This design comes from an exercise in tuning for small area on the open sky130 flow, not from production work.
Where RTL was checked, it was by simulation tests only, not by an equivalence proof against the original.
Function not checked in run 2: the RTL went through the layout flow alone.
Power and IR drop assume default switching activity.

==> flow/design.v (outline; a module is shown in full before it is edited, if it fits) <==
// module vlt_tab: 359 lines
// module vlt: 542 lines
// module vfa: 1 lines
// module vha: 1 lines
module vlt (
    input clock
  , input reset
  , input important
  , input [8:0] opcode
  , input [9:0] start_ts
  , input [9:0] end_ts
  , input [11:0] prev_vbits
  , output [3:0] iq_shift1
  , output [3:0] iq_shift2
  , output iq_shift1_v
  , output iq_shift2_v
  , output [17:0] iq_vbits
  , output [3:0] rob_shift1
  , output [3:0] rob_shift2
  , output rob_shift1_v
  , output rob_shift2_v
  , output [17:0] rob_vbits
  , output [3:0] lq_shift1
  , output [3:0] lq_shift2
  , output lq_shift1_v
  , output lq_shift2_v
  , output [17:0] lq_vbits
  , output [3:0] sq_shift1
  , output [3:0] sq_shift2
  , output sq_shift1_v
  , output sq_shift2_v
  , output [17:0] sq_vbits
  , output [3:0] instbuff_shift1
  , output [3:0] instbuff_shift2
  , output instbuff_shift1_v
  , output instbuff_shift2_v
  , output [17:0] instbuff_vbits
  , input [11:0] total_qvbits0
  , input [11:0] total_qvbits1
  , input [11:0] total_qvbits2
  , input [11:0] total_qvbits3
  , input [9:0] rf_vbits_adj
  , input rf_vbits_adj_mode
  , input [11:0] total_sq_vbits
  , input [31:0] rf_live_vector
  , input [31:0] rf_kill_vector
  , output [19:0] total_svf
  , output [9:0] counter_iq
  , output [9:0] counter_rob
  , output [9:0] counter_lq
  , output [9:0] counter_sq
  , output [9:0] counter_instbuff
  );
  // ...
==> flow/run.sh <==
#!/bin/bash
# synth_recipe.tcl (not shown) runs the flow's synth.tcl, then flattens the netlist and writes it again
# the make line also repeats each setting of config.mk as NAME=value (left out here)
make -C /OpenROAD-flow-scripts/flow DESIGN_CONFIG=/design/flow/config.mk WORK_HOME=/design/flow/orfs CLKGATE_MAP_FILE= SYNTH_SCRIPT=/design/flow/synth_recipe.tcl finish
==> flow/config.mk <==
export PLATFORM = sky130hd
export DESIGN_NAME = vlt
export DESIGN_NICKNAME = vlt
export VERILOG_FILES = /design/flow/design.v
export SDC_FILE = /design/flow/constraint.sdc
export NUM_CORES = 4
export LEC_CHECK = 0
export ABC_AREA = 1
export CAP_MARGIN = 20
export CORE_MARGIN = 2
export CORE_UTILIZATION = 40
export PLACE_DENSITY = 0.6
export SLEW_MARGIN = 20
export SYNTH_HIERARCHICAL = 1
export SYNTH_MINIMUM_KEEP_SIZE = 0
==> flow/constraint.sdc <==
create_clock -name core_clock -period 9.0 [get_ports {clock}]
set_input_delay 1.8000 -clock core_clock [delete_from_list [all_inputs] [get_ports {clock}]]
set_output_delay 1.8000 -clock core_clock [all_outputs]
set_load 0.01 [all_outputs]
==> results.sh, run 1 <==
export IMPL_outcome="no timing/DRC/antenna violations"
export IMPL_drtAntennaViolNets=0
export IMPL_yosys_top_cells_count="303 x nand2_1, 225 x inv_1, 194 x nor2_1"
export IMPL_pwr_share_seq=0.145
export IMPL_max_slew_margin=0.310
export IMPL_slew_violations=0
export IMPL_viasPerCell=4.87
export IMPL_gp_congestion=0.914
export IMPL_hp_start="live[8]"
export IMPL_reg_top3="live (32), svf (20), prev_r (12)"
export IMPL_yosys_top_cells_area="fa_1 30%, dfxtp_1 16%, nand2_1 9.2%, ha_1 8.6%, buf_4 7.4%"
export IMPL_crit_chain="buf_4 > nor2_2 > nand2_2 > nor2_2 > ha_1 > fa_1 > fa_1 > fa_1 > fa_2 > fa_2 > fa_1 > fa_1 > fa_1 > fa_2 > fa_1 > fa_2 > fa_2 > fa_2 > inv_1 > nor2_2 > dlygate4sd2_1"
export IMPL_endpoint="sq_vbits[15]"
export IMPL_tns_ps=0
export IMPL_nFillCells=2936
export IMPL_synth_edf_count=0
export IMPL_coreArea_um2=30500
export IMPL_seq_cell_power_uw=619
export IMPL_seq_cell_count=98
export IMPL_maxPowerGroup="combinational logic"
export IMPL_vias=10800
export IMPL_synth_simple_area_share=0.219
export IMPL_synth_top_family_by_area="adder cells"
export IMPL_drt_pass1_iter_count=6
export IMPL_syn_inst=1551
export IMPL_yosysTopAreaCell="fa_1"
export IMPL_p_leak_uw=0.00771
export IMPL_layout_drive_gt1_share=0.0782
export IMPL_fin_skew_ps=13.9
==> module vlt_tab, before the edit <==
module vlt_tab ( 
    x0, x1, x2, x3, x4, x5, x6, x7, x8, x9,
    f0, f1, f2, f3, f4, f5, f6, f7, f8, f9, f10, f11, f12, f13, f14, f15,
    f16, f17, f18, f19, f20, f21, f22, f23, f24, c_iq0, c_iq1, c_iq2,
    c_iq3, c_rob0, c_rob1, c_rob2, c_lsq0, c_lsq1, c_lsq2, c_instbuff0,
    c_instbuff1, c_instbuff2, c_instbuff3  );
  input  x0, x1, x2, x3, x4, x5, x6, x7, x8, x9;
  output f0, f1, f2, f3, f4, f5, f6, f7, f8, f9, f10, f11, f12, f13, f14, f15,
    f16, f17, f18, f19, f20, f21, f22, f23, f24, c_iq0, c_iq1, c_iq2,
    c_iq3, c_rob0, c_rob1, c_rob2, c_lsq0, c_lsq1, c_lsq2, c_instbuff0,
    c_instbuff1, c_instbuff2, c_instbuff3;
  wire new_n50, new_n51, new_n52, new_n53, new_n54, new_n55, new_n56,
    new_n57, new_n58, new_n59, new_n60, new_n61, new_n62, new_n63, new_n64,
    new_n65, new_n66, new_n67, new_n68, new_n69, new_n70, new_n71, new_n72,
    new_n73, new_n74, new_n75, new_n76, new_n77, new_n78, new_n79, new_n80,
    new_n81, new_n82, new_n83, new_n84, new_n85, new_n87, new_n88, new_n89,
    new_n90, new_n91, new_n92, new_n93, new_n94, new_n95, new_n96, new_n97,
    new_n98, new_n99, new_n100, new_n101, new_n102, new_n103, new_n104,
    new_n105, new_n106, new_n107, new_n108, new_n109, new_n110, new_n111,
    new_n112, new_n113, new_n114, new_n115, new_n116, new_n117, new_n118,
    new_n119, new_n120, new_n121, new_n122, new_n123, new_n124, new_n125,
    new_n126, new_n128, new_n129, new_n130, new_n131, new_n132, new_n133,
    new_n134, new_n135, new_n136, new_n137, new_n138, new_n139, new_n140,
    new_n141, new_n142, new_n143, new_n144, new_n145, new_n146, new_n147,
    new_n148, new_n149, new_n150, new_n151, new_n152, new_n153, new_n154,
    new_n155, new_n156, new_n157, new_n158, new_n159, new_n160, new_n161,
    new_n162, new_n163, new_n164, new_n165, new_n166, new_n167, new_n168,
    new_n169, new_n170, new_n172, new_n173, new_n174, new_n175, new_n176,
    new_n177, new_n178, new_n179, new_n180, new_n181, new_n182, new_n183,
    new_n184, new_n185, new_n186, new_n187, new_n188, new_n190, new_n191,
    new_n192, new_n193, new_n194, new_n195, new_n196, new_n197, new_n198,
    new_n199, new_n200, new_n201, new_n202, new_n203, new_n204, new_n205,
    new_n206, new_n208, new_n209, new_n210, new_n211, new_n212, new_n213,
    new_n214, new_n216, new_n217, new_n218, new_n220, new_n221, new_n222,
    new_n226, new_n227, new_n228, new_n229, new_n230, new_n231, new_n232,
    new_n233, new_n234, new_n235, new_n236, new_n237, new_n238, new_n239,
    new_n240, new_n241, new_n242, new_n243, new_n244, new_n245, new_n246,
    new_n248, new_n249, new_n250, new_n251, new_n252, new_n253, new_n254,
    new_n256, new_n257, new_n258, new_n259, new_n261, new_n263, new_n264,
    new_n265, new_n266, new_n267, new_n270, new_n271, new_n272, new_n273,
    new_n274, new_n275, new_n276, new_n277, new_n278, new_n279, new_n280,
    new_n281, new_n283, new_n284, new_n289, new_n290, new_n292, new_n293,
    new_n296, new_n297, new_n298, new_n299, new_n300, new_n301, new_n302,
    new_n304, new_n305, new_n306, new_n307, new_n308, new_n309, new_n310,
    new_n312, new_n313, new_n314, new_n315, new_n316, new_n317, new_n320,
    new_n321, new_n322, new_n324, new_n325, new_n326, new_n327, new_n329,
    new_n330, new_n331, new_n332, new_n333, new_n334, new_n336, new_n337,
    new_n338, new_n339, new_n340, new_n342, new_n344, new_n345, new_n347,
    new_n348, new_n350, new_n351, new_n354, new_n355, new_n356;
  assign new_n50 = ~x3 & ~x4;
  assign new_n51 = ~x1 & new_n50;
  assign new_n52 = ~x6 & ~x7;
  assign new_n53 = x5 & ~new_n52;
  assign new_n54 = new_n51 & ~new_n53;
  assign new_n55 = x7 & ~x8;
  assign new_n56 = ~x5 & ~new_n55;
  assign new_n57 = new_n54 & ~new_n56;
  assign new_n58 = ~x7 & ~x8;
  assign new_n59 = x9 & new_n58;
  assign new_n60 = x8 & ~new_n53;
  assign new_n61 = ~new_n59 & ~new_n60;
  assign new_n62 = x6 & new_n51;
  assign new_n63 = ~new_n61 & new_n62;
  assign new_n64 = ~new_n57 & ~new_n63;
  assign new_n65 = ~x1 & ~x2;
  assign new_n66 = x3 & x4;
  assign new_n67 = x5 & ~x6;
  assign new_n68 = new_n55 & new_n67;
  assign new_n69 = new_n66 & ~new_n68;
  assign new_n70 = x6 & ~x7;
  assign new_n71 = x8 & ~x9;
  assign new_n72 = new_n70 & new_n71;
  assign new_n73 = ~x7 & x9;
  assign new_n74 = ~x5 & ~x6;
  assign new_n75 = new_n73 & new_n74;
  assign new_n76 = x4 & ~new_n75;
  assign new_n77 = ~new_n72 & new_n76;
  assign new_n78 = x5 & x6;
  assign new_n79 = ~new_n58 & new_n78;
  assign new_n80 = ~x3 & ~new_n79;
  assign new_n81 = ~new_n77 & new_n80;
  assign new_n82 = ~new_n69 & ~new_n81;
  assign new_n83 = new_n65 & ~new_n82;
  assign new_n84 = ~x5 & new_n51;
  assign new_n85 = new_n52 & new_n84;
  assign f8 = new_n83 | new_n85;
  assign new_n87 = new_n64 & ~new_n65;
  assign new_n88 = ~x9 & new_n55;
  assign new_n89 = new_n51 & new_n88;
  assign new_n90 = ~x2 & ~new_n89;
  assign new_n91 = new_n78 & ~new_n90;
  assign new_n92 = x8 & x9;
  assign new_n93 = ~x8 & ~x9;
  assign new_n94 = ~new_n92 & ~new_n93;
  assign new_n95 = x3 & ~x5;
  assign new_n96 = ~x7 & new_n95;
  assign new_n97 = ~new_n94 & new_n96;
  assign new_n98 = ~new_n91 & ~new_n97;
  assign new_n99 = ~new_n87 & ~new_n98;
  assign new_n100 = ~x4 & new_n65;
  assign new_n101 = x3 & x5;
  assign new_n102 = new_n100 & new_n101;
  assign new_n103 = new_n52 & new_n102;
  assign new_n104 = ~new_n59 & ~new_n88;
  assign new_n105 = new_n101 & ~new_n104;
  assign new_n106 = ~new_n50 & ~new_n66;
  assign new_n107 = ~new_n92 & ~new_n106;
  assign new_n108 = ~x6 & x7;
  assign new_n109 = ~new_n70 & ~new_n108;
  assign new_n110 = ~x3 & x9;
  assign new_n111 = ~new_n109 & ~new_n110;
  assign new_n112 = ~new_n107 & new_n111;
  assign new_n113 = ~new_n105 & ~new_n112;
  assign new_n114 = new_n102 & new_n113;
  assign new_n115 = ~new_n103 & ~new_n114;
  assign new_n116 = ~x8 & ~new_n115;
  assign new_n117 = x2 & new_n54;
  assign new_n118 = new_n108 & new_n117;
  assign new_n119 = x3 & new_n65;
  assign new_n120 = x4 & new_n119;
  assign new_n121 = x6 & new_n55;
  assign new_n122 = ~x5 & new_n100;
  assign new_n123 = new_n121 & new_n122;
  assign new_n124 = ~new_n120 & ~new_n123;
  assign new_n125 = new_n82 & ~new_n124;
  assign new_n126 = ~new_n118 & ~new_n125;
  assign c_rob2 = new_n116 | ~new_n126;
  assign new_n128 = new_n65 & new_n82;
  assign new_n129 = ~c_rob2 & new_n128;
  assign new_n130 = x4 & x9;
  assign new_n131 = new_n121 & new_n130;
  assign new_n132 = new_n113 & ~new_n131;
  assign new_n133 = new_n129 & ~new_n132;
  assign new_n134 = new_n52 & new_n120;
  assign new_n135 = new_n58 & new_n74;
  assign new_n136 = new_n132 & ~new_n135;
  assign new_n137 = ~new_n53 & new_n136;
  assign new_n138 = x7 & x8;
  assign new_n139 = ~new_n58 & ~new_n138;
  assign new_n140 = ~x2 & new_n66;
  assign new_n141 = ~new_n71 & new_n140;
  assign new_n142 = ~new_n139 & new_n141;
  assign new_n143 = new_n137 & new_n142;
  assign new_n144 = ~new_n134 & ~new_n143;
  assign new_n145 = ~new_n133 & new_n144;
  assign new_n146 = ~new_n99 & new_n145;
  assign new_n147 = ~f8 & ~new_n146;
  assign new_n148 = new_n55 & new_n102;
  assign new_n149 = ~new_n147 & ~new_n148;
  assign new_n150 = new_n64 & new_n149;
  assign new_n151 = ~x0 & ~new_n150;
  assign new_n152 = new_n52 & ~new_n92;
  assign new_n153 = ~x5 & ~new_n152;
  assign new_n154 = new_n67 & new_n93;
  assign new_n155 = ~new_n153 & ~new_n154;
  assign new_n156 = ~x4 & ~new_n78;
  assign new_n157 = new_n53 & new_n71;
  assign new_n158 = new_n156 & ~new_n157;
  assign new_n159 = new_n65 & ~new_n158;
  assign new_n160 = new_n81 & new_n159;
  assign new_n161 = ~x9 & new_n160;
  assign new_n162 = ~new_n74 & new_n117;
  assign new_n163 = ~new_n161 & ~new_n162;
  assign new_n164 = new_n155 & ~new_n163;
  assign new_n165 = ~new_n103 & ~new_n164;
  assign new_n166 = x0 & ~new_n165;
  assign new_n167 = ~x3 & new_n65;
  assign new_n168 = ~new_n129 & ~new_n167;
  assign new_n169 = ~x0 & ~new_n168;
  assign new_n170 = ~new_n166 & ~new_n169;
  assign f20 = x0 & f8;
  assign new_n172 = ~new_n65 & f20;
  assign new_n173 = ~new_n155 & new_n159;
  assign new_n174 = ~new_n172 & ~new_n173;
  assign new_n175 = ~new_n125 & ~new_n174;
  assign new_n176 = new_n125 & new_n155;
  assign new_n177 = x0 & new_n176;
  assign new_n178 = new_n145 & ~new_n177;
  assign new_n179 = ~new_n175 & new_n178;
  assign new_n180 = new_n170 & new_n179;
  assign new_n181 = ~new_n89 & ~new_n170;
  assign new_n182 = ~new_n55 & ~new_n73;
  assign new_n183 = ~new_n94 & ~new_n182;
  assign new_n184 = x5 & ~new_n183;
  assign new_n185 = new_n156 & new_n167;
  assign new_n186 = ~x9 & new_n109;
  assign new_n187 = new_n182 & ~new_n186;
  assign new_n188 = new_n185 & ~new_n187;
  assign f11 = ~new_n184 & new_n188;
  assign new_n190 = ~new_n181 & ~f11;
  assign new_n191 = new_n119 & new_n138;
  assign new_n192 = new_n78 & new_n191;
  assign new_n193 = ~new_n134 & ~new_n192;
  assign new_n194 = ~new_n99 & new_n193;
  assign new_n195 = ~new_n176 & new_n194;
  assign new_n196 = ~new_n175 & new_n195;
  assign new_n197 = new_n190 & ~new_n196;
  assign new_n198 = new_n149 & ~new_n167;
  assign new_n199 = ~new_n155 & ~new_n198;
  assign new_n200 = ~new_n93 & ~new_n110;
  assign new_n201 = new_n100 & ~new_n200;
  assign new_n202 = ~new_n84 & ~new_n201;
  assign new_n203 = ~x6 & ~new_n202;
  assign new_n204 = ~new_n199 & ~new_n203;
  assign new_n205 = ~x0 & ~new_n204;
  assign new_n206 = new_n149 & new_n196;
  assign f5 = x0 & ~new_n206;
  assign new_n208 = ~x4 & ~new_n137;
  assign new_n209 = x0 & x6;
  assign new_n210 = new_n137 & ~new_n209;
  assign new_n211 = new_n119 & ~new_n210;
  assign new_n212 = ~new_n208 & new_n211;
  assign new_n213 = ~f5 & new_n212;
  assign new_n214 = ~new_n58 & new_n209;
  assign f10 = f11 & new_n214;
  assign new_n216 = ~new_n166 & ~f10;
  assign new_n217 = ~new_n213 & new_n216;
  assign new_n218 = ~new_n129 & ~new_n162;
  assign f7 = new_n147 | ~new_n218;
  assign new_n220 = ~new_n53 & new_n120;
  assign new_n221 = ~new_n136 & new_n220;
  assign new_n222 = ~new_n160 & ~f11;
  assign f9 = new_n221 | ~new_n222;
  assign c_rob0 = f7 | f9;
  assign f15 = new_n167 & ~c_rob0;
  assign new_n226 = ~new_n52 & new_n114;
  assign new_n227 = ~new_n220 & ~new_n226;
  assign new_n228 = x0 & ~new_n227;
  assign new_n229 = ~x0 & ~new_n132;
  assign new_n230 = x0 & new_n67;
  assign new_n231 = ~x7 & new_n94;
  assign new_n232 = new_n230 & new_n231;
  assign new_n233 = ~new_n229 & ~new_n232;
  assign new_n234 = ~new_n228 & new_n233;
  assign new_n235 = new_n52 & new_n95;
  assign new_n236 = x0 & ~new_n235;
  assign new_n237 = new_n83 & new_n236;
  assign new_n238 = new_n65 & ~new_n237;
  assign new_n239 = ~new_n234 & new_n238;
  assign new_n240 = ~new_n155 & new_n182;
  assign new_n241 = new_n51 & new_n240;
  assign new_n242 = ~new_n118 & ~new_n123;
  assign new_n243 = ~new_n241 & new_n242;
  assign new_n244 = ~new_n239 & new_n243;
  assign new_n245 = ~f15 & new_n244;
  assign new_n246 = new_n217 & new_n245;
  assign f3 = new_n205 | ~new_n246;
  assign new_n248 = ~new_n197 & ~f3;
  assign new_n249 = new_n78 & new_n106;
  assign new_n250 = ~new_n78 & ~new_n106;
  assign new_n251 = x0 & ~new_n250;
  assign new_n252 = ~new_n249 & new_n251;
  assign new_n253 = ~new_n248 & new_n252;
  assign new_n254 = new_n180 & ~new_n253;
  assign f0 = new_n151 | ~new_n254;
  assign new_n256 = ~new_n220 & ~new_n254;
  assign new_n257 = x0 & ~new_n101;
  assign new_n258 = ~new_n87 & new_n257;
  assign new_n259 = ~f5 & ~new_n258;
  assign f1 = ~new_n256 & ~new_n259;
  assign new_n261 = ~f5 & ~f3;
  assign f2 = ~new_n87 | ~new_n261;
  assign new_n263 = f20 & new_n256;
  assign new_n264 = ~new_n237 & new_n258;
  assign new_n265 = ~new_n256 & new_n264;
  assign new_n266 = ~new_n263 & ~new_n265;
  assign new_n267 = x4 & new_n230;
  assign c_instbuff3 = new_n191 & new_n267;
  assign f23 = ~new_n266 | c_instbuff3;
  assign new_n270 = new_n237 & ~f23;
  assign new_n271 = ~new_n232 & ~new_n270;
  assign new_n272 = f0 & ~new_n271;
  assign new_n273 = new_n65 & ~f0;
  assign new_n274 = ~x0 & new_n273;
  assign new_n275 = new_n87 & new_n241;
  assign new_n276 = new_n217 & ~new_n275;
  assign new_n277 = ~new_n274 & new_n276;
  assign new_n278 = ~new_n272 & new_n277;
  assign new_n279 = ~new_n85 & ~new_n192;
  assign new_n280 = ~f11 & new_n279;
  assign new_n281 = ~x0 & ~new_n280;
  assign f4 = ~new_n278 | new_n281;
  assign new_n283 = ~x0 & new_n54;
  assign new_n284 = new_n190 & ~new_n283;
  assign f6 = ~new_n261 | ~new_n284;
  assign f13 = ~x8 & new_n118;
  assign f12 = f11 | f13;
  assign f18 = x0 & f15;
  assign new_n289 = ~x6 & ~new_n240;
  assign new_n290 = ~new_n231 & ~new_n289;
  assign f14 = f18 & ~new_n290;
  assign new_n292 = ~new_n71 & ~new_n155;
  assign new_n293 = x0 & ~new_n292;
  assign f16 = f15 & ~new_n293;
  assign f17 = ~x0 & f15;
  assign new_n296 = x0 & ~new_n254;
  assign new_n297 = ~x4 & new_n192;
  assign new_n298 = ~new_n221 & ~new_n297;
  assign new_n299 = ~new_n296 & new_n298;
  assign new_n300 = ~new_n237 & new_n299;
  assign new_n301 = f23 & new_n300;
  assign new_n302 = ~f23 & ~new_n300;
  assign f19 = new_n301 | new_n302;
  assign new_n304 = new_n237 & new_n256;
  assign new_n305 = ~new_n167 & f4;
  assign new_n306 = ~new_n74 & new_n283;
  assign new_n307 = new_n149 & ~new_n306;
  assign new_n308 = new_n180 & new_n307;
  assign new_n309 = ~f15 & ~new_n308;
  assign new_n310 = ~new_n305 & new_n309;
  assign f21 = new_n304 | new_n310;
  assign new_n312 = ~f15 & ~new_n273;
  assign new_n313 = x0 & ~new_n125;
  assign new_n314 = ~new_n312 & ~new_n313;
  assign new_n315 = ~new_n84 & ~new_n310;
  assign new_n316 = ~new_n237 & ~f23;
  assign new_n317 = ~new_n315 & new_n316;
  assign f22 = new_n314 | new_n317;
  assign f24 = f2 & ~new_n270;
  assign new_n320 = x0 & new_n115;
  assign new_n321 = ~new_n248 & ~new_n320;
  assign new_n322 = ~new_n116 & ~new_n321;
  assign c_iq0 = ~new_n278 | ~new_n322;
  assign new_n324 = new_n227 & ~new_n296;
  assign new_n325 = ~new_n228 & ~new_n324;
  assign new_n326 = ~f11 & f6;
  assign new_n327 = c_rob0 & ~new_n326;
  assign c_iq1 = new_n325 | new_n327;
  assign new_n329 = x8 & ~new_n115;
  assign new_n330 = ~x0 & ~new_n329;
  assign new_n331 = ~new_n87 & new_n241;
  assign new_n332 = new_n227 & ~f12;
  assign new_n333 = ~new_n331 & new_n332;
  assign new_n334 = ~new_n330 & ~new_n333;
  assign c_iq3 = f14 | new_n334;
  assign new_n336 = new_n270 & c_iq3;
  assign new_n337 = ~new_n254 & ~c_iq3;
  assign new_n338 = new_n64 & ~new_n337;
  assign new_n339 = ~new_n261 & ~new_n338;
  assign new_n340 = f2 & ~new_n339;
  assign c_iq2 = ~new_n336 & new_n340;
  assign new_n342 = f11 & ~new_n214;
  assign c_lsq0 = f18 | new_n342;
  assign new_n344 = x0 & new_n292;
  assign new_n345 = f15 & ~new_n344;
  assign c_lsq1 = f10 | new_n345;
  assign new_n347 = x0 & new_n185;
  assign new_n348 = new_n290 & new_n347;
  assign c_lsq2 = f13 | new_n348;
  assign new_n350 = ~new_n296 & new_n310;
  assign new_n351 = new_n266 & ~new_n270;
  assign c_instbuff0 = new_n350 | ~new_n351;
  assign c_instbuff1 = new_n270 | ~new_n299;
  assign new_n354 = ~new_n310 & new_n321;
  assign new_n355 = ~f8 & f4;
  assign new_n356 = new_n266 & ~new_n355;
  assign c_instbuff2 = new_n354 | ~new_n356;
  assign c_rob1 = f8;
endmodule
==> inputs of run 2 (changes only) <==
--- a/flow/design.v
+++ b/flow/design.v
@@ -13,348 +13,332 @@
     new_n57, new_n58, new_n59, new_n60, new_n61, new_n62, new_n63, new_n64,
     new_n65, new_n66, new_n67, new_n68, new_n69, new_n70, new_n71, new_n72,
     new_n73, new_n74, new_n75, new_n76, new_n77, new_n78, new_n79, new_n80,
-    new_n81, new_n82, new_n83, new_n84, new_n85, new_n87, new_n88, new_n89,
-    new_n90, new_n91, new_n92, new_n93, new_n94, new_n95, new_n96, new_n97,
-    new_n98, new_n99, new_n100, new_n101, new_n102, new_n103, new_n104,
-    new_n105, new_n106, new_n107, new_n108, new_n109, new_n110, new_n111,
-    new_n112, new_n113, new_n114, new_n115, new_n116, new_n117, new_n118,
-    new_n119, new_n120, new_n121, new_n122, new_n123, new_n124, new_n125,
-    new_n126, new_n128, new_n129, new_n130, new_n131, new_n132, new_n133,
-    new_n134, new_n135, new_n136, new_n137, new_n138, new_n139, new_n140,
-    new_n141, new_n142, new_n143, new_n144, new_n145, new_n146, new_n147,
-    new_n148, new_n149, new_n150, new_n151, new_n152, new_n153, new_n154,
-    new_n155, new_n156, new_n157, new_n158, new_n159, new_n160, new_n161,
-    new_n162, new_n163, new_n164, new_n165, new_n166, new_n167, new_n168,
-    new_n169, new_n170, new_n172, new_n173, new_n174, new_n175, new_n176,
-    new_n177, new_n178, new_n179, new_n180, new_n181, new_n182, new_n183,
-    new_n184, new_n185, new_n186, new_n187, new_n188, new_n190, new_n191,
-    new_n192, new_n193, new_n194, new_n195, new_n196, new_n197, new_n198,
-    new_n199, new_n200, new_n201, new_n202, new_n203, new_n204, new_n205,
-    new_n206, new_n208, new_n209, new_n210, new_n211, new_n212, new_n213,
-    new_n214, new_n216, new_n217, new_n218, new_n220, new_n221, new_n222,
-    new_n226, new_n227, new_n228, new_n229, new_n230, new_n231, new_n232,
-    new_n233, new_n234, new_n235, new_n236, new_n237, new_n238, new_n239,
-    new_n240, new_n241, new_n242, new_n243, new_n244, new_n245, new_n246,
-    new_n248, new_n249, new_n250, new_n251, new_n252, new_n253, new_n254,
-    new_n256, new_n257, new_n258, new_n259, new_n261, new_n263, new_n264,
-    new_n265, new_n266, new_n267, new_n270, new_n271, new_n272, new_n273,
-    new_n274, new_n275, new_n276, new_n277, new_n278, new_n279, new_n280,
-    new_n281, new_n283, new_n284, new_n289, new_n290, new_n292, new_n293,
-    new_n296, new_n297, new_n298, new_n299, new_n300, new_n301, new_n302,
-    new_n304, new_n305, new_n306, new_n307, new_n308, new_n309, new_n310,
-    new_n312, new_n313, new_n314, new_n315, new_n316, new_n317, new_n320,
-    new_n321, new_n322, new_n324, new_n325, new_n326, new_n327, new_n329,
-    new_n330, new_n331, new_n332, new_n333, new_n334, new_n336, new_n337,
-    new_n338, new_n339, new_n340, new_n342, new_n344, new_n345, new_n347,
-    new_n348, new_n350, new_n351, new_n354, new_n355, new_n356;
-  assign new_n50 = ~x3 & ~x4;
-  assign new_n51 = ~x1 & new_n50;
-  assign new_n52 = ~x6 & ~x7;
-  assign new_n53 = x5 & ~new_n52;
-  assign new_n54 = new_n51 & ~new_n53;
-  assign new_n55 = x7 & ~x8;
-  assign new_n56 = ~x5 & ~new_n55;
-  assign new_n57 = new_n54 & ~new_n56;
-  assign new_n58 = ~x7 & ~x8;
-  assign new_n59 = x9 & new_n58;
-  assign new_n60 = x8 & ~new_n53;
+    new_n81, new_n82, new_n83, new_n84, new_n85, new_n86, new_n87, new_n88,
+    new_n89, new_n90, new_n91, new_n92, new_n93, new_n94, new_n95, new_n96,
+    new_n97, new_n98, new_n99, new_n100, new_n101, new_n102, new_n103,
+    new_n104, new_n105, new_n106, new_n107, new_n108, new_n109, new_n110,
+    new_n111, new_n112, new_n113, new_n114, new_n115, new_n116, new_n117,
+    new_n118, new_n119, new_n120, new_n121, new_n122, new_n123, new_n124,
+    new_n125, new_n126, new_n127, new_n128, new_n129, new_n130, new_n131,
+    new_n132, new_n133, new_n134, new_n135, new_n136, new_n138, new_n139,
+    new_n140, new_n141, new_n142, new_n143, new_n144, new_n145, new_n146,
+    new_n147, new_n148, new_n149, new_n151, new_n152, new_n154, new_n155,
+    new_n156, new_n157, new_n158, new_n159, new_n160, new_n161, new_n162,
+    new_n163, new_n164, new_n165, new_n166, new_n169, new_n170, new_n171,
+    new_n172, new_n173, new_n174, new_n175, new_n176, new_n177, new_n178,
+    new_n179, new_n180, new_n181, new_n182, new_n183, new_n184, new_n185,
+    new_n187, new_n188, new_n189, new_n190, new_n192, new_n193, new_n194,
+    new_n195, new_n196, new_n197, new_n198, new_n199, new_n200, new_n201,
+    new_n202, new_n203, new_n204, new_n206, new_n207, new_n208, new_n209,
+    new_n212, new_n213, new_n214, new_n215, new_n216, new_n217, new_n218,
+    new_n220, new_n221, new_n222, new_n223, new_n224, new_n225, new_n226,
+    new_n227, new_n228, new_n229, new_n230, new_n231, new_n232, new_n233,
+    new_n234, new_n235, new_n236, new_n237, new_n238, new_n239, new_n240,
+    new_n241, new_n242, new_n244, new_n245, new_n246, new_n247, new_n248,
+    new_n250, new_n251, new_n252, new_n255, new_n256, new_n257, new_n258,
+    new_n259, new_n260, new_n261, new_n262, new_n263, new_n264, new_n265,
+    new_n267, new_n268, new_n269, new_n270, new_n271, new_n272, new_n273,
+    new_n274, new_n276, new_n277, new_n278, new_n279, new_n280, new_n281,
+    new_n282, new_n283, new_n284, new_n285, new_n286, new_n288, new_n290,
+    new_n291, new_n292, new_n293, new_n294, new_n299, new_n300, new_n301,
+    new_n302, new_n303, new_n306, new_n307, new_n311, new_n312, new_n313,
+    new_n314, new_n315, new_n317, new_n318, new_n320, new_n321, new_n322,
+    new_n323, new_n325, new_n326, new_n327, new_n328, new_n329, new_n330,
+    new_n331, new_n332, new_n333, new_n335, new_n338, new_n341;
+  assign new_n50 = x5 & x6;
+  assign new_n51 = ~x1 & ~x2;
+  assign new_n52 = x7 & ~x8;
+  assign new_n53 = x8 & x9;
+  assign new_n54 = x5 & ~new_n53;
+  assign new_n55 = x6 & x7;
+  assign new_n56 = ~x6 & ~x7;
+  assign new_n57 = ~new_n55 & ~new_n56;
+  assign new_n58 = ~new_n54 & ~new_n57;
+  assign new_n59 = ~new_n52 & ~new_n58;
+  assign new_n60 = x7 & x9;
   assign new_n61 = ~new_n59 & ~new_n60;
-  assign new_n62 = x6 & new_n51;
-  assign new_n63 = ~new_n61 & new_n62;
-  assign new_n64 = ~new_n57 & ~new_n63;
-  assign new_n65 = ~x1 & ~x2;
-  assign new_n66 = x3 & x4;
-  assign new_n67 = x5 & ~x6;
-  assign new_n68 = new_n55 & new_n67;
-  assign new_n69 = new_n66 & ~new_n68;
-  assign new_n70 = x6 & ~x7;
-  assign new_n71 = x8 & ~x9;
-  assign new_n72 = new_n70 & new_n71;
-  assign new_n73 = ~x7 & x9;
-  assign new_n74 = ~x5 & ~x6;
-  assign new_n75 = new_n73 & new_n74;
-  assign new_n76 = x4 & ~new_n75;
-  assign new_n77 = ~new_n72 & new_n76;
-  assign new_n78 = x5 & x6;
-  assign new_n79 = ~new_n58 & new_n78;
-  assign new_n80 = ~x3 & ~new_n79;
-  assign new_n81 = ~new_n77 & new_n80;
-  assign new_n82 = ~new_n69 & ~new_n81;
-  assign new_n83 = new_n65 & ~new_n82;
-  assign new_n84 = ~x5 & new_n51;
-  assign new_n85 = new_n52 & new_n84;
-  assign f8 = new_n83 | new_n85;
-  assign new_n87 = new_n64 & ~new_n65;
-  assign new_n88 = ~x9 & new_n55;
-  assign new_n89 = new_n51 & new_n88;
-  assign new_n90 = ~x2 & ~new_n89;
-  assign new_n91 = new_n78 & ~new_n90;
-  assign new_n92 = x8 & x9;
-  assign new_n93 = ~x8 & ~x9;
-  assign new_n94 = ~new_n92 & ~new_n93;
-  assign new_n95 = x3 & ~x5;
-  assign new_n96 = ~x7 & new_n95;
-  assign new_n97 = ~new_n94 & new_n96;
-  assign new_n98 = ~new_n91 & ~new_n97;
-  assign new_n99 = ~new_n87 & ~new_n98;
-  assign new_n100 = ~x4 & new_n65;
-  assign new_n101 = x3 & x5;
-  assign new_n102 = new_n100 & new_n101;
-  assign new_n103 = new_n52 & new_n102;
-  assign new_n104 = ~new_n59 & ~new_n88;
-  assign new_n105 = new_n101 & ~new_n104;
-  assign new_n106 = ~new_n50 & ~new_n66;
-  assign new_n107 = ~new_n92 & ~new_n106;
-  assign new_n108 = ~x6 & x7;
-  assign new_n109 = ~new_n70 & ~new_n108;
-  assign new_n110 = ~x3 & x9;
-  assign new_n111 = ~new_n109 & ~new_n110;
-  assign new_n112 = ~new_n107 & new_n111;
-  assign new_n113 = ~new_n105 & ~new_n112;
-  assign new_n114 = new_n102 & new_n113;
-  assign new_n115 = ~new_n103 & ~new_n114;
-  assign new_n116 = ~x8 & ~new_n115;
-  assign new_n117 = x2 & new_n54;
-  assign new_n118 = new_n108 & new_n117;
-  assign new_n119 = x3 & new_n65;
-  assign new_n120 = x4 & new_n119;
-  assign new_n121 = x6 & new_n55;
-  assign new_n122 = ~x5 & new_n100;
-  assign new_n123 = new_n121 & new_n122;
-  assign new_n124 = ~new_n120 & ~new_n123;
-  assign new_n125 = new_n82 & ~new_n124;
-  assign new_n126 = ~new_n118 & ~new_n125;
-  assign c_rob2 = new_n116 | ~new_n126;
-  assign new_n128 = new_n65 & new_n82;
-  assign new_n129 = ~c_rob2 & new_n128;
-  assign new_n130 = x4 & x9;
-  assign new_n131 = new_n121 & new_n130;
-  assign new_n132 = new_n113 & ~new_n131;
-  assign new_n133 = new_n129 & ~new_n132;
-  assign new_n134 = new_n52 & new_n120;
-  assign new_n135 = new_n58 & new_n74;
-  assign new_n136 = new_n132 & ~new_n135;
-  assign new_n137 = ~new_n53 & new_n136;
-  assign new_n138 = x7 & x8;
-  assign new_n139 = ~new_n58 & ~new_n138;
-  assign new_n140 = ~x2 & new_n66;
-  assign new_n141 = ~new_n71 & new_n140;
-  assign new_n142 = ~new_n139 & new_n141;
-  assign new_n143 = new_n137 & new_n142;
-  assign new_n144 = ~new_n134 & ~new_n143;
-  assign new_n145 = ~new_n133 & new_n144;
-  assign new_n146 = ~new_n99 & new_n145;
-  assign new_n147 = ~f8 & ~new_n146;
-  assign new_n148 = new_n55 & new_n102;
-  assign new_n149 = ~new_n147 & ~new_n148;
-  assign new_n150 = new_n64 & new_n149;
-  assign new_n151 = ~x0 & ~new_n150;
-  assign new_n152 = new_n52 & ~new_n92;
-  assign new_n153 = ~x5 & ~new_n152;
-  assign new_n154 = new_n67 & new_n93;
-  assign new_n155 = ~new_n153 & ~new_n154;
-  assign new_n156 = ~x4 & ~new_n78;
-  assign new_n157 = new_n53 & new_n71;
-  assign new_n158 = new_n156 & ~new_n157;
-  assign new_n159 = new_n65 & ~new_n158;
-  assign new_n160 = new_n81 & new_n159;
-  assign new_n161 = ~x9 & new_n160;
-  assign new_n162 = ~new_n74 & new_n117;
+  assign new_n62 = x7 & x8;
+  assign new_n63 = ~x5 & x9;
+  assign new_n64 = ~new_n62 & new_n63;
+  assign new_n65 = ~new_n61 & ~new_n64;
+  assign new_n66 = ~x4 & ~new_n65;
+  assign new_n67 = ~x6 & ~new_n53;
+  assign new_n68 = x5 & ~new_n67;
+  assign new_n69 = x5 & ~x9;
+  assign new_n70 = x7 & ~new_n69;
+  assign new_n71 = ~new_n68 & new_n70;
+  assign new_n72 = x5 & ~x6;
+  assign new_n73 = x8 & ~new_n72;
+  assign new_n74 = ~x3 & ~new_n54;
+  assign new_n75 = ~new_n73 & new_n74;
+  assign new_n76 = ~new_n71 & ~new_n75;
+  assign new_n77 = ~new_n66 & new_n76;
+  assign new_n78 = new_n51 & ~new_n77;
+  assign new_n79 = x6 & x8;
+  assign new_n80 = ~new_n55 & ~new_n79;
+  assign new_n81 = ~x5 & ~new_n79;
+  assign new_n82 = ~new_n64 & ~new_n81;
+  assign new_n83 = ~new_n80 & new_n82;
+  assign new_n84 = ~x3 & ~x4;
+  assign new_n85 = ~x1 & new_n84;
+  assign new_n86 = x2 & new_n85;
+  assign new_n87 = ~x8 & ~x9;
+  assign new_n88 = ~x7 & ~new_n87;
+  assign new_n89 = ~new_n55 & ~new_n88;
+  assign new_n90 = new_n86 & ~new_n89;
+  assign new_n91 = ~new_n83 & new_n90;
+  assign new_n92 = ~new_n78 & ~new_n91;
+  assign new_n93 = new_n50 & ~new_n92;
+  assign new_n94 = ~x4 & ~x9;
+  assign new_n95 = ~x3 & ~new_n94;
+  assign new_n96 = ~x4 & ~new_n52;
+  assign new_n97 = ~x2 & ~new_n96;
+  assign new_n98 = ~new_n95 & new_n97;
+  assign new_n99 = x8 & ~new_n60;
+  assign new_n100 = ~new_n52 & ~new_n99;
+  assign new_n101 = new_n72 & new_n87;
+  assign new_n102 = ~x5 & x6;
+  assign new_n103 = ~new_n101 & ~new_n102;
+  assign new_n104 = new_n100 & ~new_n103;
+  assign new_n105 = new_n98 & new_n104;
+  assign new_n106 = x1 & new_n105;
+  assign new_n107 = new_n67 & new_n88;
+  assign new_n108 = ~new_n55 & ~new_n107;
+  assign new_n109 = x4 & x9;
+  assign new_n110 = new_n52 & new_n109;
+  assign new_n111 = ~new_n108 & ~new_n110;
+  assign new_n112 = x7 & ~new_n72;
+  assign new_n113 = x4 & ~new_n69;
+  assign new_n114 = ~new_n112 & new_n113;
+  assign new_n115 = x5 & new_n56;
+  assign new_n116 = x3 & x4;
+  assign new_n117 = new_n51 & ~new_n84;
+  assign new_n118 = ~new_n116 & new_n117;
+  assign new_n119 = ~new_n115 & new_n118;
+  assign new_n120 = ~new_n114 & new_n119;
+  assign new_n121 = ~new_n111 & new_n120;
+  assign new_n122 = ~new_n106 & ~new_n121;
+  assign new_n123 = ~new_n93 & new_n122;
+  assign new_n124 = new_n52 & new_n72;
+  assign new_n125 = new_n116 & ~new_n124;
+  assign new_n126 = x5 & ~new_n80;
+  assign new_n127 = new_n84 & ~new_n126;
+  assign new_n128 = ~new_n125 & ~new_n127;
+  assign new_n129 = ~x5 & new_n56;
+  assign new_n130 = new_n109 & new_n129;
+  assign new_n131 = ~x9 & new_n79;
+  assign new_n132 = new_n114 & new_n131;
+  assign new_n133 = ~new_n130 & ~new_n132;
+  assign new_n134 = new_n128 & new_n133;
+  assign new_n135 = new_n51 & ~new_n134;
+  assign new_n136 = new_n85 & new_n129;
+  assign f8 = new_n135 | new_n136;
+  assign new_n138 = x3 & new_n51;
+  assign new_n139 = ~x8 & new_n138;
+  assign new_n140 = new_n128 & new_n139;
+  assign new_n141 = ~x5 & ~x6;
+  assign new_n142 = new_n86 & new_n141;
+  assign new_n143 = ~new_n140 & ~new_n142;
+  assign new_n144 = ~new_n129 & ~new_n143;
+  assign new_n145 = x5 & ~new_n56;
+  assign new_n146 = new_n85 & ~new_n145;
+  assign new_n147 = ~new_n51 & ~new_n146;
+  assign new_n148 = ~new_n144 & ~new_n147;
+  assign new_n149 = ~f8 & new_n148;
+  assign f7 = ~new_n123 | new_n149;
+  assign new_n151 = ~x3 & new_n51;
+  assign new_n152 = new_n66 & new_n151;
+  assign f11 = ~new_n50 & new_n152;
+  assign new_n154 = x4 & new_n129;
+  assign new_n155 = ~x5 & ~new_n55;
+  assign new_n156 = ~new_n145 & ~new_n155;
+  assign new_n157 = new_n109 & new_n156;
+  assign new_n158 = ~new_n154 & ~new_n157;
+  assign new_n159 = new_n139 & ~new_n158;
+  assign new_n160 = x8 & new_n63;
+  assign new_n161 = new_n57 & new_n160;
+  assign new_n162 = ~x3 & ~new_n60;
   assign new_n163 = ~new_n161 & ~new_n162;
-  assign new_n164 = new_n155 & ~new_n163;
-  assign new_n165 = ~new_n103 & ~new_n164;
-  assign new_n166 = x0 & ~new_n165;
-  assign new_n167 = ~x3 & new_n65;
-  assign new_n168 = ~new_n129 & ~new_n167;
-  assign new_n169 = ~x0 & ~new_n168;
-  assign new_n170 = ~new_n166 & ~new_n169;
-  assign f20 = x0 & f8;
-  assign new_n172 = ~new_n65 & f20;
-  assign new_n173 = ~new_n155 & new_n159;
-  assign new_n174 = ~new_n172 & ~new_n173;
-  assign new_n175 = ~new_n125 & ~new_n174;
-  assign new_n176 = new_n125 & new_n155;
-  assign new_n177 = x0 & new_n176;
-  assign new_n178 = new_n145 & ~new_n177;
-  assign new_n179 = ~new_n175 & new_n178;
-  assign new_n180 = new_n170 & new_n179;
-  assign new_n181 = ~new_n89 & ~new_n170;
-  assign new_n182 = ~new_n55 & ~new_n73;
-  assign new_n183 = ~new_n94 & ~new_n182;
-  assign new_n184 = x5 & ~new_n183;
-  assign new_n185 = new_n156 & new_n167;
-  assign new_n186 = ~x9 & new_n109;
-  assign new_n187 = new_n182 & ~new_n186;
-  assign new_n188 = new_n185 & ~new_n187;
-  assign f11 = ~new_n184 & new_n188;
-  assign new_n190 = ~new_n181 & ~f11;
-  assign new_n191 = new_n119 & new_n138;
-  assign new_n192 = new_n78 & new_n191;
-  assign new_n193 = ~new_n134 & ~new_n192;
-  assign new_n194 = ~new_n99 & new_n193;
-  assign new_n195 = ~new_n176 & new_n194;
-  assign new_n196 = ~new_n175 & new_n195;
-  assign new_n197 = new_n190 & ~new_n196;
-  assign new_n198 = new_n149 & ~new_n167;
-  assign new_n199 = ~new_n155 & ~new_n198;
-  assign new_n200 = ~new_n93 & ~new_n110;
-  assign new_n201 = new_n100 & ~new_n200;
-  assign new_n202 = ~new_n84 & ~new_n201;
-  assign new_n203 = ~x6 & ~new_n202;
-  assign new_n204 = ~new_n199 & ~new_n203;
-  assign new_n205 = ~x0 & ~new_n204;
-  assign new_n206 = new_n149 & new_n196;
-  assign f5 = x0 & ~new_n206;
-  assign new_n208 = ~x4 & ~new_n137;
-  assign new_n209 = x0 & x6;
-  assign new_n210 = new_n137 & ~new_n209;
-  assign new_n211 = new_n119 & ~new_n210;
-  assign new_n212 = ~new_n208 & new_n211;
-  assign new_n213 = ~f5 & new_n212;
-  assign new_n214 = ~new_n58 & new_n209;
-  assign f10 = f11 & new_n214;
-  assign new_n216 = ~new_n166 & ~f10;
-  assign new_n217 = ~new_n213 & new_n216;
-  assign new_n218 = ~new_n129 & ~new_n162;
-  assign f7 = new_n147 | ~new_n218;
-  assign new_n220 = ~new_n53 & new_n120;
-  assign new_n221 = ~new_n136 & new_n220;
-  assign new_n222 = ~new_n160 & ~f11;
-  assign f9 = new_n221 | ~new_n222;
+  assign new_n164 = ~new_n146 & ~new_n163;
+  assign new_n165 = new_n135 & new_n164;
+  assign new_n166 = ~new_n159 & ~new_n165;
+  assign f9 = f11 | ~new_n166;
   assign c_rob0 = f7 | f9;
-  assign f15 = new_n167 & ~c_rob0;
-  assign new_n226 = ~new_n52 & new_n114;
-  assign new_n227 = ~new_n220 & ~new_n226;
-  assign new_n228 = x0 & ~new_n227;
-  assign new_n229 = ~x0 & ~new_n132;
-  assign new_n230 = x0 & new_n67;
-  assign new_n231 = ~x7 & new_n94;
-  assign new_n232 = new_n230 & new_n231;
-  assign new_n233 = ~new_n229 & ~new_n232;
-  assign new_n234 = ~new_n228 & new_n233;
-  assign new_n235 = new_n52 & new_n95;
-  assign new_n236 = x0 & ~new_n235;
-  assign new_n237 = new_n83 & new_n236;
-  assign new_n238 = new_n65 & ~new_n237;
-  assign new_n239 = ~new_n234 & new_n238;
-  assign new_n240 = ~new_n155 & new_n182;
-  assign new_n241 = new_n51 & new_n240;
-  assign new_n242 = ~new_n118 & ~new_n123;
-  assign new_n243 = ~new_n241 & new_n242;
-  assign new_n244 = ~new_n239 & new_n243;
-  assign new_n245 = ~f15 & new_n244;
-  assign new_n246 = new_n217 & new_n245;
-  assign f3 = new_n205 | ~new_n246;
-  assign new_n248 = ~new_n197 & ~f3;
-  assign new_n249 = new_n78 & new_n106;
-  assign new_n250 = ~new_n78 & ~new_n106;
-  assign new_n251 = x0 & ~new_n250;
-  assign new_n252 = ~new_n249 & new_n251;
-  assign new_n253 = ~new_n248 & new_n252;
-  assign new_n254 = new_n180 & ~new_n253;
-  assign f0 = new_n151 | ~new_n254;
-  assign new_n256 = ~new_n220 & ~new_n254;
-  assign new_n257 = x0 & ~new_n101;
-  assign new_n258 = ~new_n87 & new_n257;
-  assign new_n259 = ~f5 & ~new_n258;
-  assign f1 = ~new_n256 & ~new_n259;
-  assign new_n261 = ~f5 & ~f3;
-  assign f2 = ~new_n87 | ~new_n261;
-  assign new_n263 = f20 & new_n256;
-  assign new_n264 = ~new_n237 & new_n258;
-  assign new_n265 = ~new_n256 & new_n264;
-  assign new_n266 = ~new_n263 & ~new_n265;
-  assign new_n267 = x4 & new_n230;
-  assign c_instbuff3 = new_n191 & new_n267;
-  assign f23 = ~new_n266 | c_instbuff3;
-  assign new_n270 = new_n237 & ~f23;
-  assign new_n271 = ~new_n232 & ~new_n270;
-  assign new_n272 = f0 & ~new_n271;
-  assign new_n273 = new_n65 & ~f0;
-  assign new_n274 = ~x0 & new_n273;
-  assign new_n275 = new_n87 & new_n241;
-  assign new_n276 = new_n217 & ~new_n275;
-  assign new_n277 = ~new_n274 & new_n276;
-  assign new_n278 = ~new_n272 & new_n277;
-  assign new_n279 = ~new_n85 & ~new_n192;
-  assign new_n280 = ~f11 & new_n279;
-  assign new_n281 = ~x0 & ~new_n280;
-  assign f4 = ~new_n278 | new_n281;
-  assign new_n283 = ~x0 & new_n54;
-  assign new_n284 = new_n190 & ~new_n283;
-  assign f6 = ~new_n261 | ~new_n284;
-  assign f13 = ~x8 & new_n118;
+  assign new_n169 = x6 & x9;
+  assign new_n170 = c_rob0 & new_n169;
+  assign new_n171 = ~new_n105 & ~new_n170;
+  assign new_n172 = new_n51 & new_n134;
+  assign new_n173 = ~new_n98 & new_n172;
+  assign new_n174 = ~new_n52 & new_n81;
+  assign new_n175 = new_n138 & ~new_n145;
+  assign new_n176 = ~new_n146 & ~new_n175;
+  assign new_n177 = ~new_n174 & ~new_n176;
+  assign new_n178 = ~new_n173 & ~new_n177;
+  assign new_n179 = ~new_n78 & new_n178;
+  assign new_n180 = new_n171 & new_n179;
+  assign new_n181 = x0 & ~new_n180;
+  assign new_n182 = ~x3 & new_n103;
+  assign new_n183 = x4 & ~new_n182;
+  assign new_n184 = new_n181 & new_n183;
+  assign new_n185 = new_n123 & ~new_n184;
+  assign f20 = x0 & f8;
+  assign new_n187 = new_n138 & new_n145;
+  assign new_n188 = x4 & new_n187;
+  assign new_n189 = x0 & ~x6;
+  assign new_n190 = x8 & new_n189;
+  assign c_instbuff3 = new_n188 & new_n190;
+  assign new_n192 = f20 & ~c_instbuff3;
+  assign new_n193 = new_n180 & new_n192;
+  assign new_n194 = new_n185 & ~new_n193;
+  assign new_n195 = x5 & new_n91;
+  assign new_n196 = new_n194 & ~new_n195;
+  assign new_n197 = ~x5 & new_n193;
+  assign new_n198 = x5 & x7;
+  assign new_n199 = new_n79 & new_n198;
+  assign new_n200 = new_n138 & new_n199;
+  assign new_n201 = ~x4 & new_n187;
+  assign new_n202 = ~new_n200 & ~new_n201;
+  assign new_n203 = ~new_n197 & new_n202;
+  assign new_n204 = new_n185 & new_n203;
+  assign f5 = x0 & ~new_n204;
+  assign new_n206 = ~new_n181 & ~f5;
+  assign new_n207 = ~x3 & ~new_n107;
+  assign new_n208 = ~new_n206 & ~new_n207;
+  assign new_n209 = new_n135 & new_n181;
+  assign f2 = ~new_n147 | ~new_n171;
+  assign f24 = ~new_n209 & f2;
+  assign new_n212 = x3 & ~f24;
+  assign new_n213 = new_n156 & new_n172;
+  assign new_n214 = ~new_n212 & ~new_n213;
+  assign new_n215 = new_n208 & ~new_n214;
+  assign new_n216 = new_n196 & ~new_n215;
+  assign new_n217 = ~x0 & ~new_n147;
+  assign new_n218 = ~new_n80 & new_n152;
+  assign f10 = f20 & new_n218;
+  assign new_n220 = x0 & ~new_n196;
+  assign new_n221 = ~new_n188 & ~new_n220;
+  assign new_n222 = ~f5 & ~new_n221;
+  assign new_n223 = ~f10 & ~new_n222;
+  assign new_n224 = new_n146 & new_n180;
+  assign new_n225 = ~new_n159 & ~new_n224;
+  assign new_n226 = ~f20 & ~new_n225;
+  assign new_n227 = new_n140 & new_n156;
+  assign new_n228 = ~new_n226 & ~new_n227;
+  assign new_n229 = ~new_n215 & new_n228;
+  assign new_n230 = new_n223 & new_n229;
+  assign new_n231 = x3 & ~new_n145;
+  assign new_n232 = ~new_n182 & ~new_n231;
+  assign new_n233 = new_n172 & new_n232;
+  assign new_n234 = ~new_n217 & ~new_n233;
+  assign new_n235 = new_n123 & new_n234;
+  assign new_n236 = ~new_n226 & new_n235;
+  assign new_n237 = ~x4 & new_n200;
+  assign new_n238 = ~f11 & ~new_n200;
+  assign new_n239 = ~x0 & ~new_n238;
+  assign new_n240 = ~x1 & new_n98;
+  assign new_n241 = new_n161 & new_n240;
+  assign new_n242 = ~new_n239 & ~new_n241;
+  assign f4 = ~new_n230 | ~new_n242;
+  assign new_n244 = ~x0 & new_n231;
+  assign new_n245 = ~x2 & ~new_n244;
+  assign new_n246 = f4 & ~new_n245;
+  assign new_n247 = x4 & new_n246;
+  assign new_n248 = ~new_n237 & ~new_n247;
+  assign f22 = ~new_n236 & new_n248;
+  assign new_n250 = ~new_n172 & ~f22;
+  assign new_n251 = ~new_n230 & ~new_n250;
+  assign new_n252 = new_n217 & ~new_n251;
+  assign f0 = ~new_n216 | new_n252;
+  assign f15 = new_n151 & ~c_rob0;
+  assign new_n255 = ~new_n215 & ~new_n220;
+  assign new_n256 = new_n248 & new_n255;
+  assign new_n257 = ~new_n91 & ~new_n251;
+  assign new_n258 = new_n256 & ~new_n257;
+  assign new_n259 = new_n146 & ~new_n258;
+  assign new_n260 = x3 & new_n93;
+  assign new_n261 = new_n103 & ~new_n160;
+  assign new_n262 = new_n151 & ~new_n261;
+  assign new_n263 = new_n122 & ~new_n262;
+  assign new_n264 = ~new_n260 & new_n263;
+  assign new_n265 = ~new_n259 & new_n264;
+  assign c_instbuff1 = new_n209 | ~new_n256;
+  assign new_n267 = ~new_n265 & ~c_instbuff1;
+  assign new_n268 = ~f15 & ~new_n267;
+  assign new_n269 = new_n223 & ~new_n246;
+  assign new_n270 = new_n268 & new_n269;
+  assign new_n271 = new_n154 & ~new_n194;
+  assign new_n272 = ~new_n129 & new_n194;
+  assign new_n273 = ~new_n271 & ~new_n272;
+  assign new_n274 = new_n208 & ~new_n273;
+  assign f3 = ~new_n270 | new_n274;
+  assign new_n276 = new_n187 & ~f3;
+  assign new_n277 = ~x3 & ~new_n206;
+  assign new_n278 = ~new_n194 & new_n206;
+  assign new_n279 = ~new_n277 & ~new_n278;
+  assign new_n280 = new_n268 & ~new_n279;
+  assign new_n281 = ~new_n135 & new_n206;
+  assign new_n282 = new_n135 & ~new_n206;
+  assign new_n283 = new_n231 & ~new_n282;
+  assign new_n284 = ~new_n281 & new_n283;
+  assign new_n285 = ~new_n152 & ~new_n284;
+  assign new_n286 = ~new_n280 & new_n285;
+  assign c_iq1 = new_n276 | ~new_n286;
+  assign new_n288 = ~new_n216 & c_iq1;
+  assign f1 = ~new_n206 & ~new_n288;
+  assign new_n290 = ~new_n152 & ~new_n217;
+  assign new_n291 = ~f5 & new_n290;
+  assign new_n292 = new_n123 & ~new_n240;
+  assign new_n293 = ~x0 & ~new_n292;
+  assign new_n294 = ~new_n291 & ~new_n293;
+  assign f6 = f3 | new_n294;
+  assign f13 = new_n52 & new_n142;
   assign f12 = f11 | f13;
   assign f18 = x0 & f15;
-  assign new_n289 = ~x6 & ~new_n240;
-  assign new_n290 = ~new_n231 & ~new_n289;
-  assign f14 = f18 & ~new_n290;
-  assign new_n292 = ~new_n71 & ~new_n155;
-  assign new_n293 = x0 & ~new_n292;
-  assign f16 = f15 & ~new_n293;
+  assign new_n299 = new_n87 & f18;
+  assign new_n300 = new_n62 & new_n146;
+  assign new_n301 = ~new_n218 & ~new_n300;
+  assign new_n302 = f20 & ~new_n301;
+  assign new_n303 = ~f13 & ~new_n302;
+  assign c_lsq2 = new_n299 | ~new_n303;
+  assign f14 = f18 & ~c_lsq2;
+  assign new_n306 = ~new_n100 & new_n302;
+  assign new_n307 = ~f14 & ~new_n306;
+  assign f16 = f15 & new_n307;
   assign f17 = ~x0 & f15;
-  assign new_n296 = x0 & ~new_n254;
-  assign new_n297 = ~x4 & new_n192;
-  assign new_n298 = ~new_n221 & ~new_n297;
-  assign new_n299 = ~new_n296 & new_n298;
-  assign new_n300 = ~new_n237 & new_n299;
-  assign new_n301 = f23 & new_n300;
-  assign new_n302 = ~f23 & ~new_n300;
-  assign f19 = new_n301 | new_n302;
-  assign new_n304 = new_n237 & new_n256;
-  assign new_n305 = ~new_n167 & f4;
-  assign new_n306 = ~new_n74 & new_n283;
-  assign new_n307 = new_n149 & ~new_n306;
-  assign new_n308 = new_n180 & new_n307;
-  assign new_n309 = ~f15 & ~new_n308;
-  assign new_n310 = ~new_n305 & new_n309;
-  assign f21 = new_n304 | new_n310;
-  assign new_n312 = ~f15 & ~new_n273;
-  assign new_n313 = x0 & ~new_n125;
-  assign new_n314 = ~new_n312 & ~new_n313;
-  assign new_n315 = ~new_n84 & ~new_n310;
-  assign new_n316 = ~new_n237 & ~f23;
-  assign new_n317 = ~new_n315 & new_n316;
-  assign f22 = new_n314 | new_n317;
-  assign f24 = f2 & ~new_n270;
-  assign new_n320 = x0 & new_n115;
-  assign new_n321 = ~new_n248 & ~new_n320;
-  assign new_n322 = ~new_n116 & ~new_n321;
-  assign c_iq0 = ~new_n278 | ~new_n322;
-  assign new_n324 = new_n227 & ~new_n296;
-  assign new_n325 = ~new_n228 & ~new_n324;
-  assign new_n326 = ~f11 & f6;
-  assign new_n327 = c_rob0 & ~new_n326;
-  assign c_iq1 = new_n325 | new_n327;
-  assign new_n329 = x8 & ~new_n115;
-  assign new_n330 = ~x0 & ~new_n329;
-  assign new_n331 = ~new_n87 & new_n241;
-  assign new_n332 = new_n227 & ~f12;
-  assign new_n333 = ~new_n331 & new_n332;
-  assign new_n334 = ~new_n330 & ~new_n333;
-  assign c_iq3 = f14 | new_n334;
-  assign new_n336 = new_n270 & c_iq3;
-  assign new_n337 = ~new_n254 & ~c_iq3;
-  assign new_n338 = new_n64 & ~new_n337;
-  assign new_n339 = ~new_n261 & ~new_n338;
-  assign new_n340 = f2 & ~new_n339;
-  assign c_iq2 = ~new_n336 & new_n340;
-  assign new_n342 = f11 & ~new_n214;
-  assign c_lsq0 = f18 | new_n342;
-  assign new_n344 = x0 & new_n292;
-  assign new_n345 = f15 & ~new_n344;
-  assign c_lsq1 = f10 | new_n345;
-  assign new_n347 = x0 & new_n185;
-  assign new_n348 = new_n290 & new_n347;
-  assign c_lsq2 = f13 | new_n348;
-  assign new_n350 = ~new_n296 & new_n310;
-  assign new_n351 = new_n266 & ~new_n270;
-  assign c_instbuff0 = new_n350 | ~new_n351;
-  assign c_instbuff1 = new_n270 | ~new_n299;
-  assign new_n354 = ~new_n310 & new_n321;
-  assign new_n355 = ~f8 & f4;
-  assign new_n356 = new_n266 & ~new_n355;
-  assign c_instbuff2 = new_n354 | ~new_n356;
+  assign f19 = new_n181 | ~new_n248;
+  assign new_n311 = ~new_n142 & ~new_n200;
+  assign new_n312 = ~f17 & new_n311;
+  assign new_n313 = ~new_n246 & new_n312;
+  assign new_n314 = ~new_n251 & new_n313;
+  assign new_n315 = ~new_n236 & new_n314;
+  assign f21 = new_n193 | new_n315;
+  assign new_n317 = new_n181 & ~c_instbuff1;
+  assign new_n318 = ~new_n193 & ~new_n317;
+  assign f23 = c_instbuff3 | ~new_n318;
+  assign new_n320 = new_n134 & ~f23;
+  assign new_n321 = f1 & ~new_n320;
+  assign new_n322 = ~f3 & ~new_n293;
+  assign new_n323 = ~new_n321 & ~new_n322;
+  assign c_iq0 = ~new_n230 | new_n323;
+  assign new_n325 = ~new_n84 & ~new_n212;
+  assign new_n326 = f1 & new_n325;
+  assign new_n327 = ~x0 & new_n51;
+  assign new_n328 = new_n270 & new_n327;
+  assign new_n329 = new_n50 & new_n51;
+  assign new_n330 = ~new_n187 & ~new_n329;
+  assign new_n331 = new_n196 & ~new_n330;
+  assign new_n332 = ~new_n258 & ~new_n331;
+  assign new_n333 = ~new_n328 & new_n332;
+  assign c_iq2 = new_n326 | ~new_n333;
+  assign new_n335 = ~new_n237 & ~f1;
+  assign c_iq3 = f6 & ~new_n335;
+  assign c_rob2 = new_n123 & new_n144;
+  assign new_n338 = ~f11 & ~f18;
+  assign c_lsq0 = ~f10 & ~new_n338;
+  assign c_lsq1 = ~new_n307 | f17;
+  assign new_n341 = ~f19 & f21;
+  assign c_instbuff0 = new_n321 | new_n341;
+  assign c_instbuff2 = ~new_n314 | ~new_n318;
   assign c_rob1 = f8;
 endmodule
 module vlt (
@@ -492,20 +476,19 @@
 assign cnt_sum[9] = cnt_n59;
 always @(posedge clock) begin
   if (reset) begin
-    prev_r <= 12'd0; cnt <= 10'd0;
+    prev_r <= 12'd0; cnt <= 10'd0; dur_r <= 10'd0;
     iq_cr <= 4'd0;
     rob_cr <= 3'd0;
     lsq_cr <= 3'd0;
     instbuff_cr <= 4'd0;
   end else begin
-    prev_r <= prev_vbits; cnt <= cnt_sum;
+    prev_r <= prev_vbits; cnt <= cnt_sum; dur_r <= dur_sum;
     iq_cr <= iq_c;
     rob_cr <= rob_c;
     lsq_cr <= lsq_c;
     instbuff_cr <= instbuff_c;
   end
 end
-always @(posedge clock) dur_r <= dur_sum;
 assign counter_iq = cnt;
 assign counter_rob = cnt;
 assign counter_lq = cnt;
==> flow/flow/run.sh (new file) <==
#!/bin/bash
# Own layout flow: the standard synthesis (standard.sh, unchanged), then the
# combinational cells between the standard synthesis's registers and adder cells are
# re-mapped by ABC for area (remap.tcl), then the standard layout steps.
# Port buffers use sky130_fd_sc_hd__buf_1.
# Logs: synth.log (standard synthesis), remap.log (yosys/ABC re-map), standard.log (the
# layout steps); each ORFS step also keeps its own log under orfs/logs/.
set -euo pipefail
HERE=$(pwd)
R=$HERE/orfs/results/sky130hd/vlt/base
export BUFFER_PORTS_ARGS="-buffer_cell sky130_fd_sc_hd__buf_1"
bash standard.sh $R/1_2_yosys.v > synth.log 2>&1
cp $R/1_2_yosys.v std_1_2_yosys.v
YOSYS=$FLOW_HOME/../tools/install/yosys/bin/yosys
[ -x "$YOSYS" ] || YOSYS=yosys
LIB=$FLOW_HOME/platforms/sky130hd/lib/sky130_fd_sc_hd__tt_025C_1v80.lib
DU=$(grep -o -- "-dont_use [^ ]*" $HERE/orfs/logs/sky130hd/vlt/base/1_2_yosys.log | sort -u | tr '\n' ' ')
printf 'strash\ndch -f\nmap -a\namap\ntopo\nbuffer -c\nupsize -c\ndnsize -c\n' > area.abc
cat > remap.ys <<Y
read_liberty -ignore_miss_func $LIB
read_verilog std_1_2_yosys.v
hierarchy -top $FLOW_TOP
select -module $FLOW_TOP -list
Y
KEEP=$(grep -o "sky130_fd_sc_hd__[a-z0-9_]*" std_1_2_yosys.v | sort -u | grep -E "__(fa|ha|df|sdf|edf|dl|conb)" | tr '\n' ' ')
cat > remap.ys <<Y
read_liberty -ignore_miss_func $LIB
read_verilog std_1_2_yosys.v
hierarchy -top $FLOW_TOP
setattr -mod -set keep_hierarchy 1 $KEEP
flatten
blackbox $KEEP
delete t:\$scopeinfo
opt_clean -purge
tee -o remap_before.txt stat -liberty $LIB
abc -script area.abc -liberty $LIB $DU -constr $HERE/orfs/objects/sky130hd/vlt/base/abc.constr -D 9000
opt_clean -purge
splitnets
opt_clean -purge
hilomap -singleton -hicell sky130_fd_sc_hd__conb_1 HI -locell sky130_fd_sc_hd__conb_1 LO
insbuf -buf sky130_fd_sc_hd__buf_4 A X
opt_clean -purge
tee -o remap_after.txt stat -liberty $LIB
write_verilog -noattr -nohex -nodec -noexpr remap_1_2_yosys.v
Y
$YOSYS -l remap.log -q remap.ys > /dev/null 2>&1
grep -q "^module $FLOW_TOP" remap_1_2_yosys.v
cp remap_1_2_yosys.v $R/1_2_yosys.v
touch $R/1_2_yosys.v
bash standard.sh > standard.log 2>&1
==> flow/standard.sh (new file) <==
#!/bin/bash
# synth_recipe.tcl (not shown) runs the flow's synth.tcl, then flattens the netlist and writes it again
# the make line also repeats each setting of config.mk as NAME=value (left out here)
make -C /OpenROAD-flow-scripts/flow DESIGN_CONFIG=/design/flow/config.mk WORK_HOME=/design/flow/orfs CLKGATE_MAP_FILE= SYNTH_SCRIPT=/design/flow/synth_recipe.tcl "${@:-finish}"
removed: flow/run.sh
==> results.sh, run 2 <==
export IMPL_rsz0062_at_grt="yes"
export IMPL_wl_per_cell_um=17.3
export IMPL_rrSetupSlack_ps=1420
export IMPL_fp_dieW_um=175
export IMPL_crit_top_cell="nor2_2"
export IMPL_r2r_end="svf[18]"
export IMPL_cp_data_required_time_ps=7200
export IMPL_antenna_found_initial=0
export IMPL_crit_buf_inv=10
export IMPL_ios=389
export IMPL_post_dp_hpwl_mm=29.3
export IMPL_cts_buffers=9
export IMPL_slowest_stage="a2111oi_4"
export IMPL_cts_tree="built"
export IMPL_largest_reg_flops=32
export IMPL_io_buffers=375
export IMPL_regMostFlops="live"
export IMPL_gr_total_overflow=0
export IMPL_setup_viol=1
export IMPL_drt_pass1_iter_count=11
export IMPL_arrival_ps=7250
export IMPL_cts_root_buf="clkbuf_16"
export IMPL_grt_first_pass_wirelength_mm=56.0
export IMPL_r2r_cells=21
export IMPL_drtAntennaViolNets=0
export IMPL_clk_latency_ps=370
export IMPL_vdd_drop_max_uv=448
export IMPL_insertedDiodeCount=0
export IMPL_hp_class="reg2reg"
export IMPL_yosys_warnings=7
export IMPL_worst_pin_slew_ps=856
export IMPL_nFillCells=2804
export IMPL_powerDensity_nw_per_um2=260
export IMPL_worst_slack_ps=-51.0
export IMPL_placementRows=62
export IMPL_syn2layout_area_growth_pct=21.6
export IMPL_failed_checks="setup timing"
export IMPL_final_cell_mix="363 x buf_1, 178 x fa_1, 166 x inv_1"
export IMPL_coreArea_um2=28800
export IMPL_gp_congestion=0.888
export IMPL_hp_start="live[22]"
export IMPL_p_leak_uw=0.00661
export IMPL_max_slew_margin=0.430
export IMPL_grt_max_degree=99
export IMPL_maxCapViolCount=0
export IMPL_layout_commonest_cell="buf_1"
export IMPL_crit_path_max_fanout=3
export IMPL_cpPeakStageDelay_ps=360
export IMPL_die_h_um=175
export IMPL_outcome="failed layout checks"
export IMPL_hold_worst_slack_ps=508
export IMPL_layout_drive_gt1_share=0.171
export IMPL_critPathKind="in2out"
export IMPL_min_to="live[22]"
export IMPL_timing_rr_start="svf[6]"
export IMPL_clk_pin_slew_worst_paths_ps=70
export IMPL_start_kind="input pin"
export IMPL_worstHoldPathCells=2
export IMPL_cts_sinks=98
export IMPL_reg_top3="live (32), svf (20), prev_r (12)"
export IMPL_critPathCaptureType="output port"
export IMPL_htreeDepth=3
export IMPL_hold_violations=0
export IMPL_drcViolationCount=0
export IMPL_post_route_period_util=1.01
export IMPL_final_core_util=0.495
export IMPL_first_global_vias=10500
export IMPL_vias=10300
export IMPL_syn_inst=1268
export IMPL_regArea_um2=1970
export IMPL_viasPerCell=5.06
export IMPL_avgSynthCellArea_um2=9.24
export IMPL_multi_input_area_um2=8060
export IMPL_cp_top_family="compound AO/OA/AOI/OAI gates"
export IMPL_dieArea_um2=30700
export IMPL_finalNetCount=2082
export IMPL_grt_usage=0.233
export IMPL_wirelength_mm=35.2
export IMPL_start_util=0.407
export IMPL_fin_crit_ps=9050
export IMPL_slew_violations=0
export IMPL_synth_area_um2=11700
export IMPL_fin_skew_ps=20.6
export IMPL_clk_path_buf_depth=2
export IMPL_p_total_uw=3700
export IMPL_clock_fmax_ghz=0.110
export IMPL_first_iter_violations=655
==> run 2: through the flow <==
stage	cell area [um2]	TNS (ps)	worst slack [ps]	instances
6_report	14300	-51.0	-51.0	2032
3_3_place_gp	13400	-675	-296	1989
5_1_grt	14300	-798	-397	2032
2_1_floorplan	11800	0	8.03	1280
4_1_cts	13800	0	7.31	2005
3_5_place_dp	13400	-1220	-455	1989
==> run 2: worst min-delay path, delay by kind of cell, from the launching register on <==
family | cells | cell delay [ps]
simple gates | 1 | 60
compound gates | 1 | 70
flops | 1 | 350
==> run 2: per-layer routing <==
| layer | global-route usage | wire length, um | vias up |
|---|---|---|---|
| met5 | 0 | 0 | - |
| li1 | - | - | 4816 |
| met3 | 0.0329 | 1910 | 55 |
| met1 | 0.296 | 14700 | 4982 |
| met4 | 0.0722 | 978 | 0 |
| met2 | 0.409 | 17700 | 431 |
==> run 2: repair_timing <==
action,in CTS,in global routing
hold buffers,0,0
pin swaps,0,36
endpoints found under the setup margin,4,12
setup buffers,0,28
resized for setup,9,75
==> run 2: cell type report <==
class	count	share of cell area
multi-input cells	806	0.565
repair buffers	534	0.188
flip-flops and latches	98	0.138
inverters	194	0.0520
well taps	384	0.0337
clock buffers	10	0.0168
clock inverters	6	0.00588
==> run 2: worst max-delay path by stage <==
stage | end | depth (start not counted) | slack, ps | startpoint
floorplan | svf[18] | 23 | 8 | rf_vbits_adj_mode
global placement | svf[18] | 22 | -300 | rf_vbits_adj_mode
detailed placement | svf[18] | 22 | -450 | rf_vbits_adj_mode
CTS | lq_vbits[16] | 22 | 7 | lsq_cr[1]
global route | iq_shift1[1] | 42 | -400 | opcode[2]
finish | iq_shift1[1] | 42 | -50 | opcode[2]
==> run 2: where the power goes <==
part,internal (uW),switching [uW],total (uW)
combinational,1300,1360,2660
clock,230,203,433
sequential,527,81.0,608

Check on run 2: ideal ports give -0.051 ns setup slack; a clkbuf_16 on the clock port and buf_2 on the inputs give -0.095 ns; moving port delays by the midpoint clock arrival (0.401 ns) as well gives -0.108 ns.
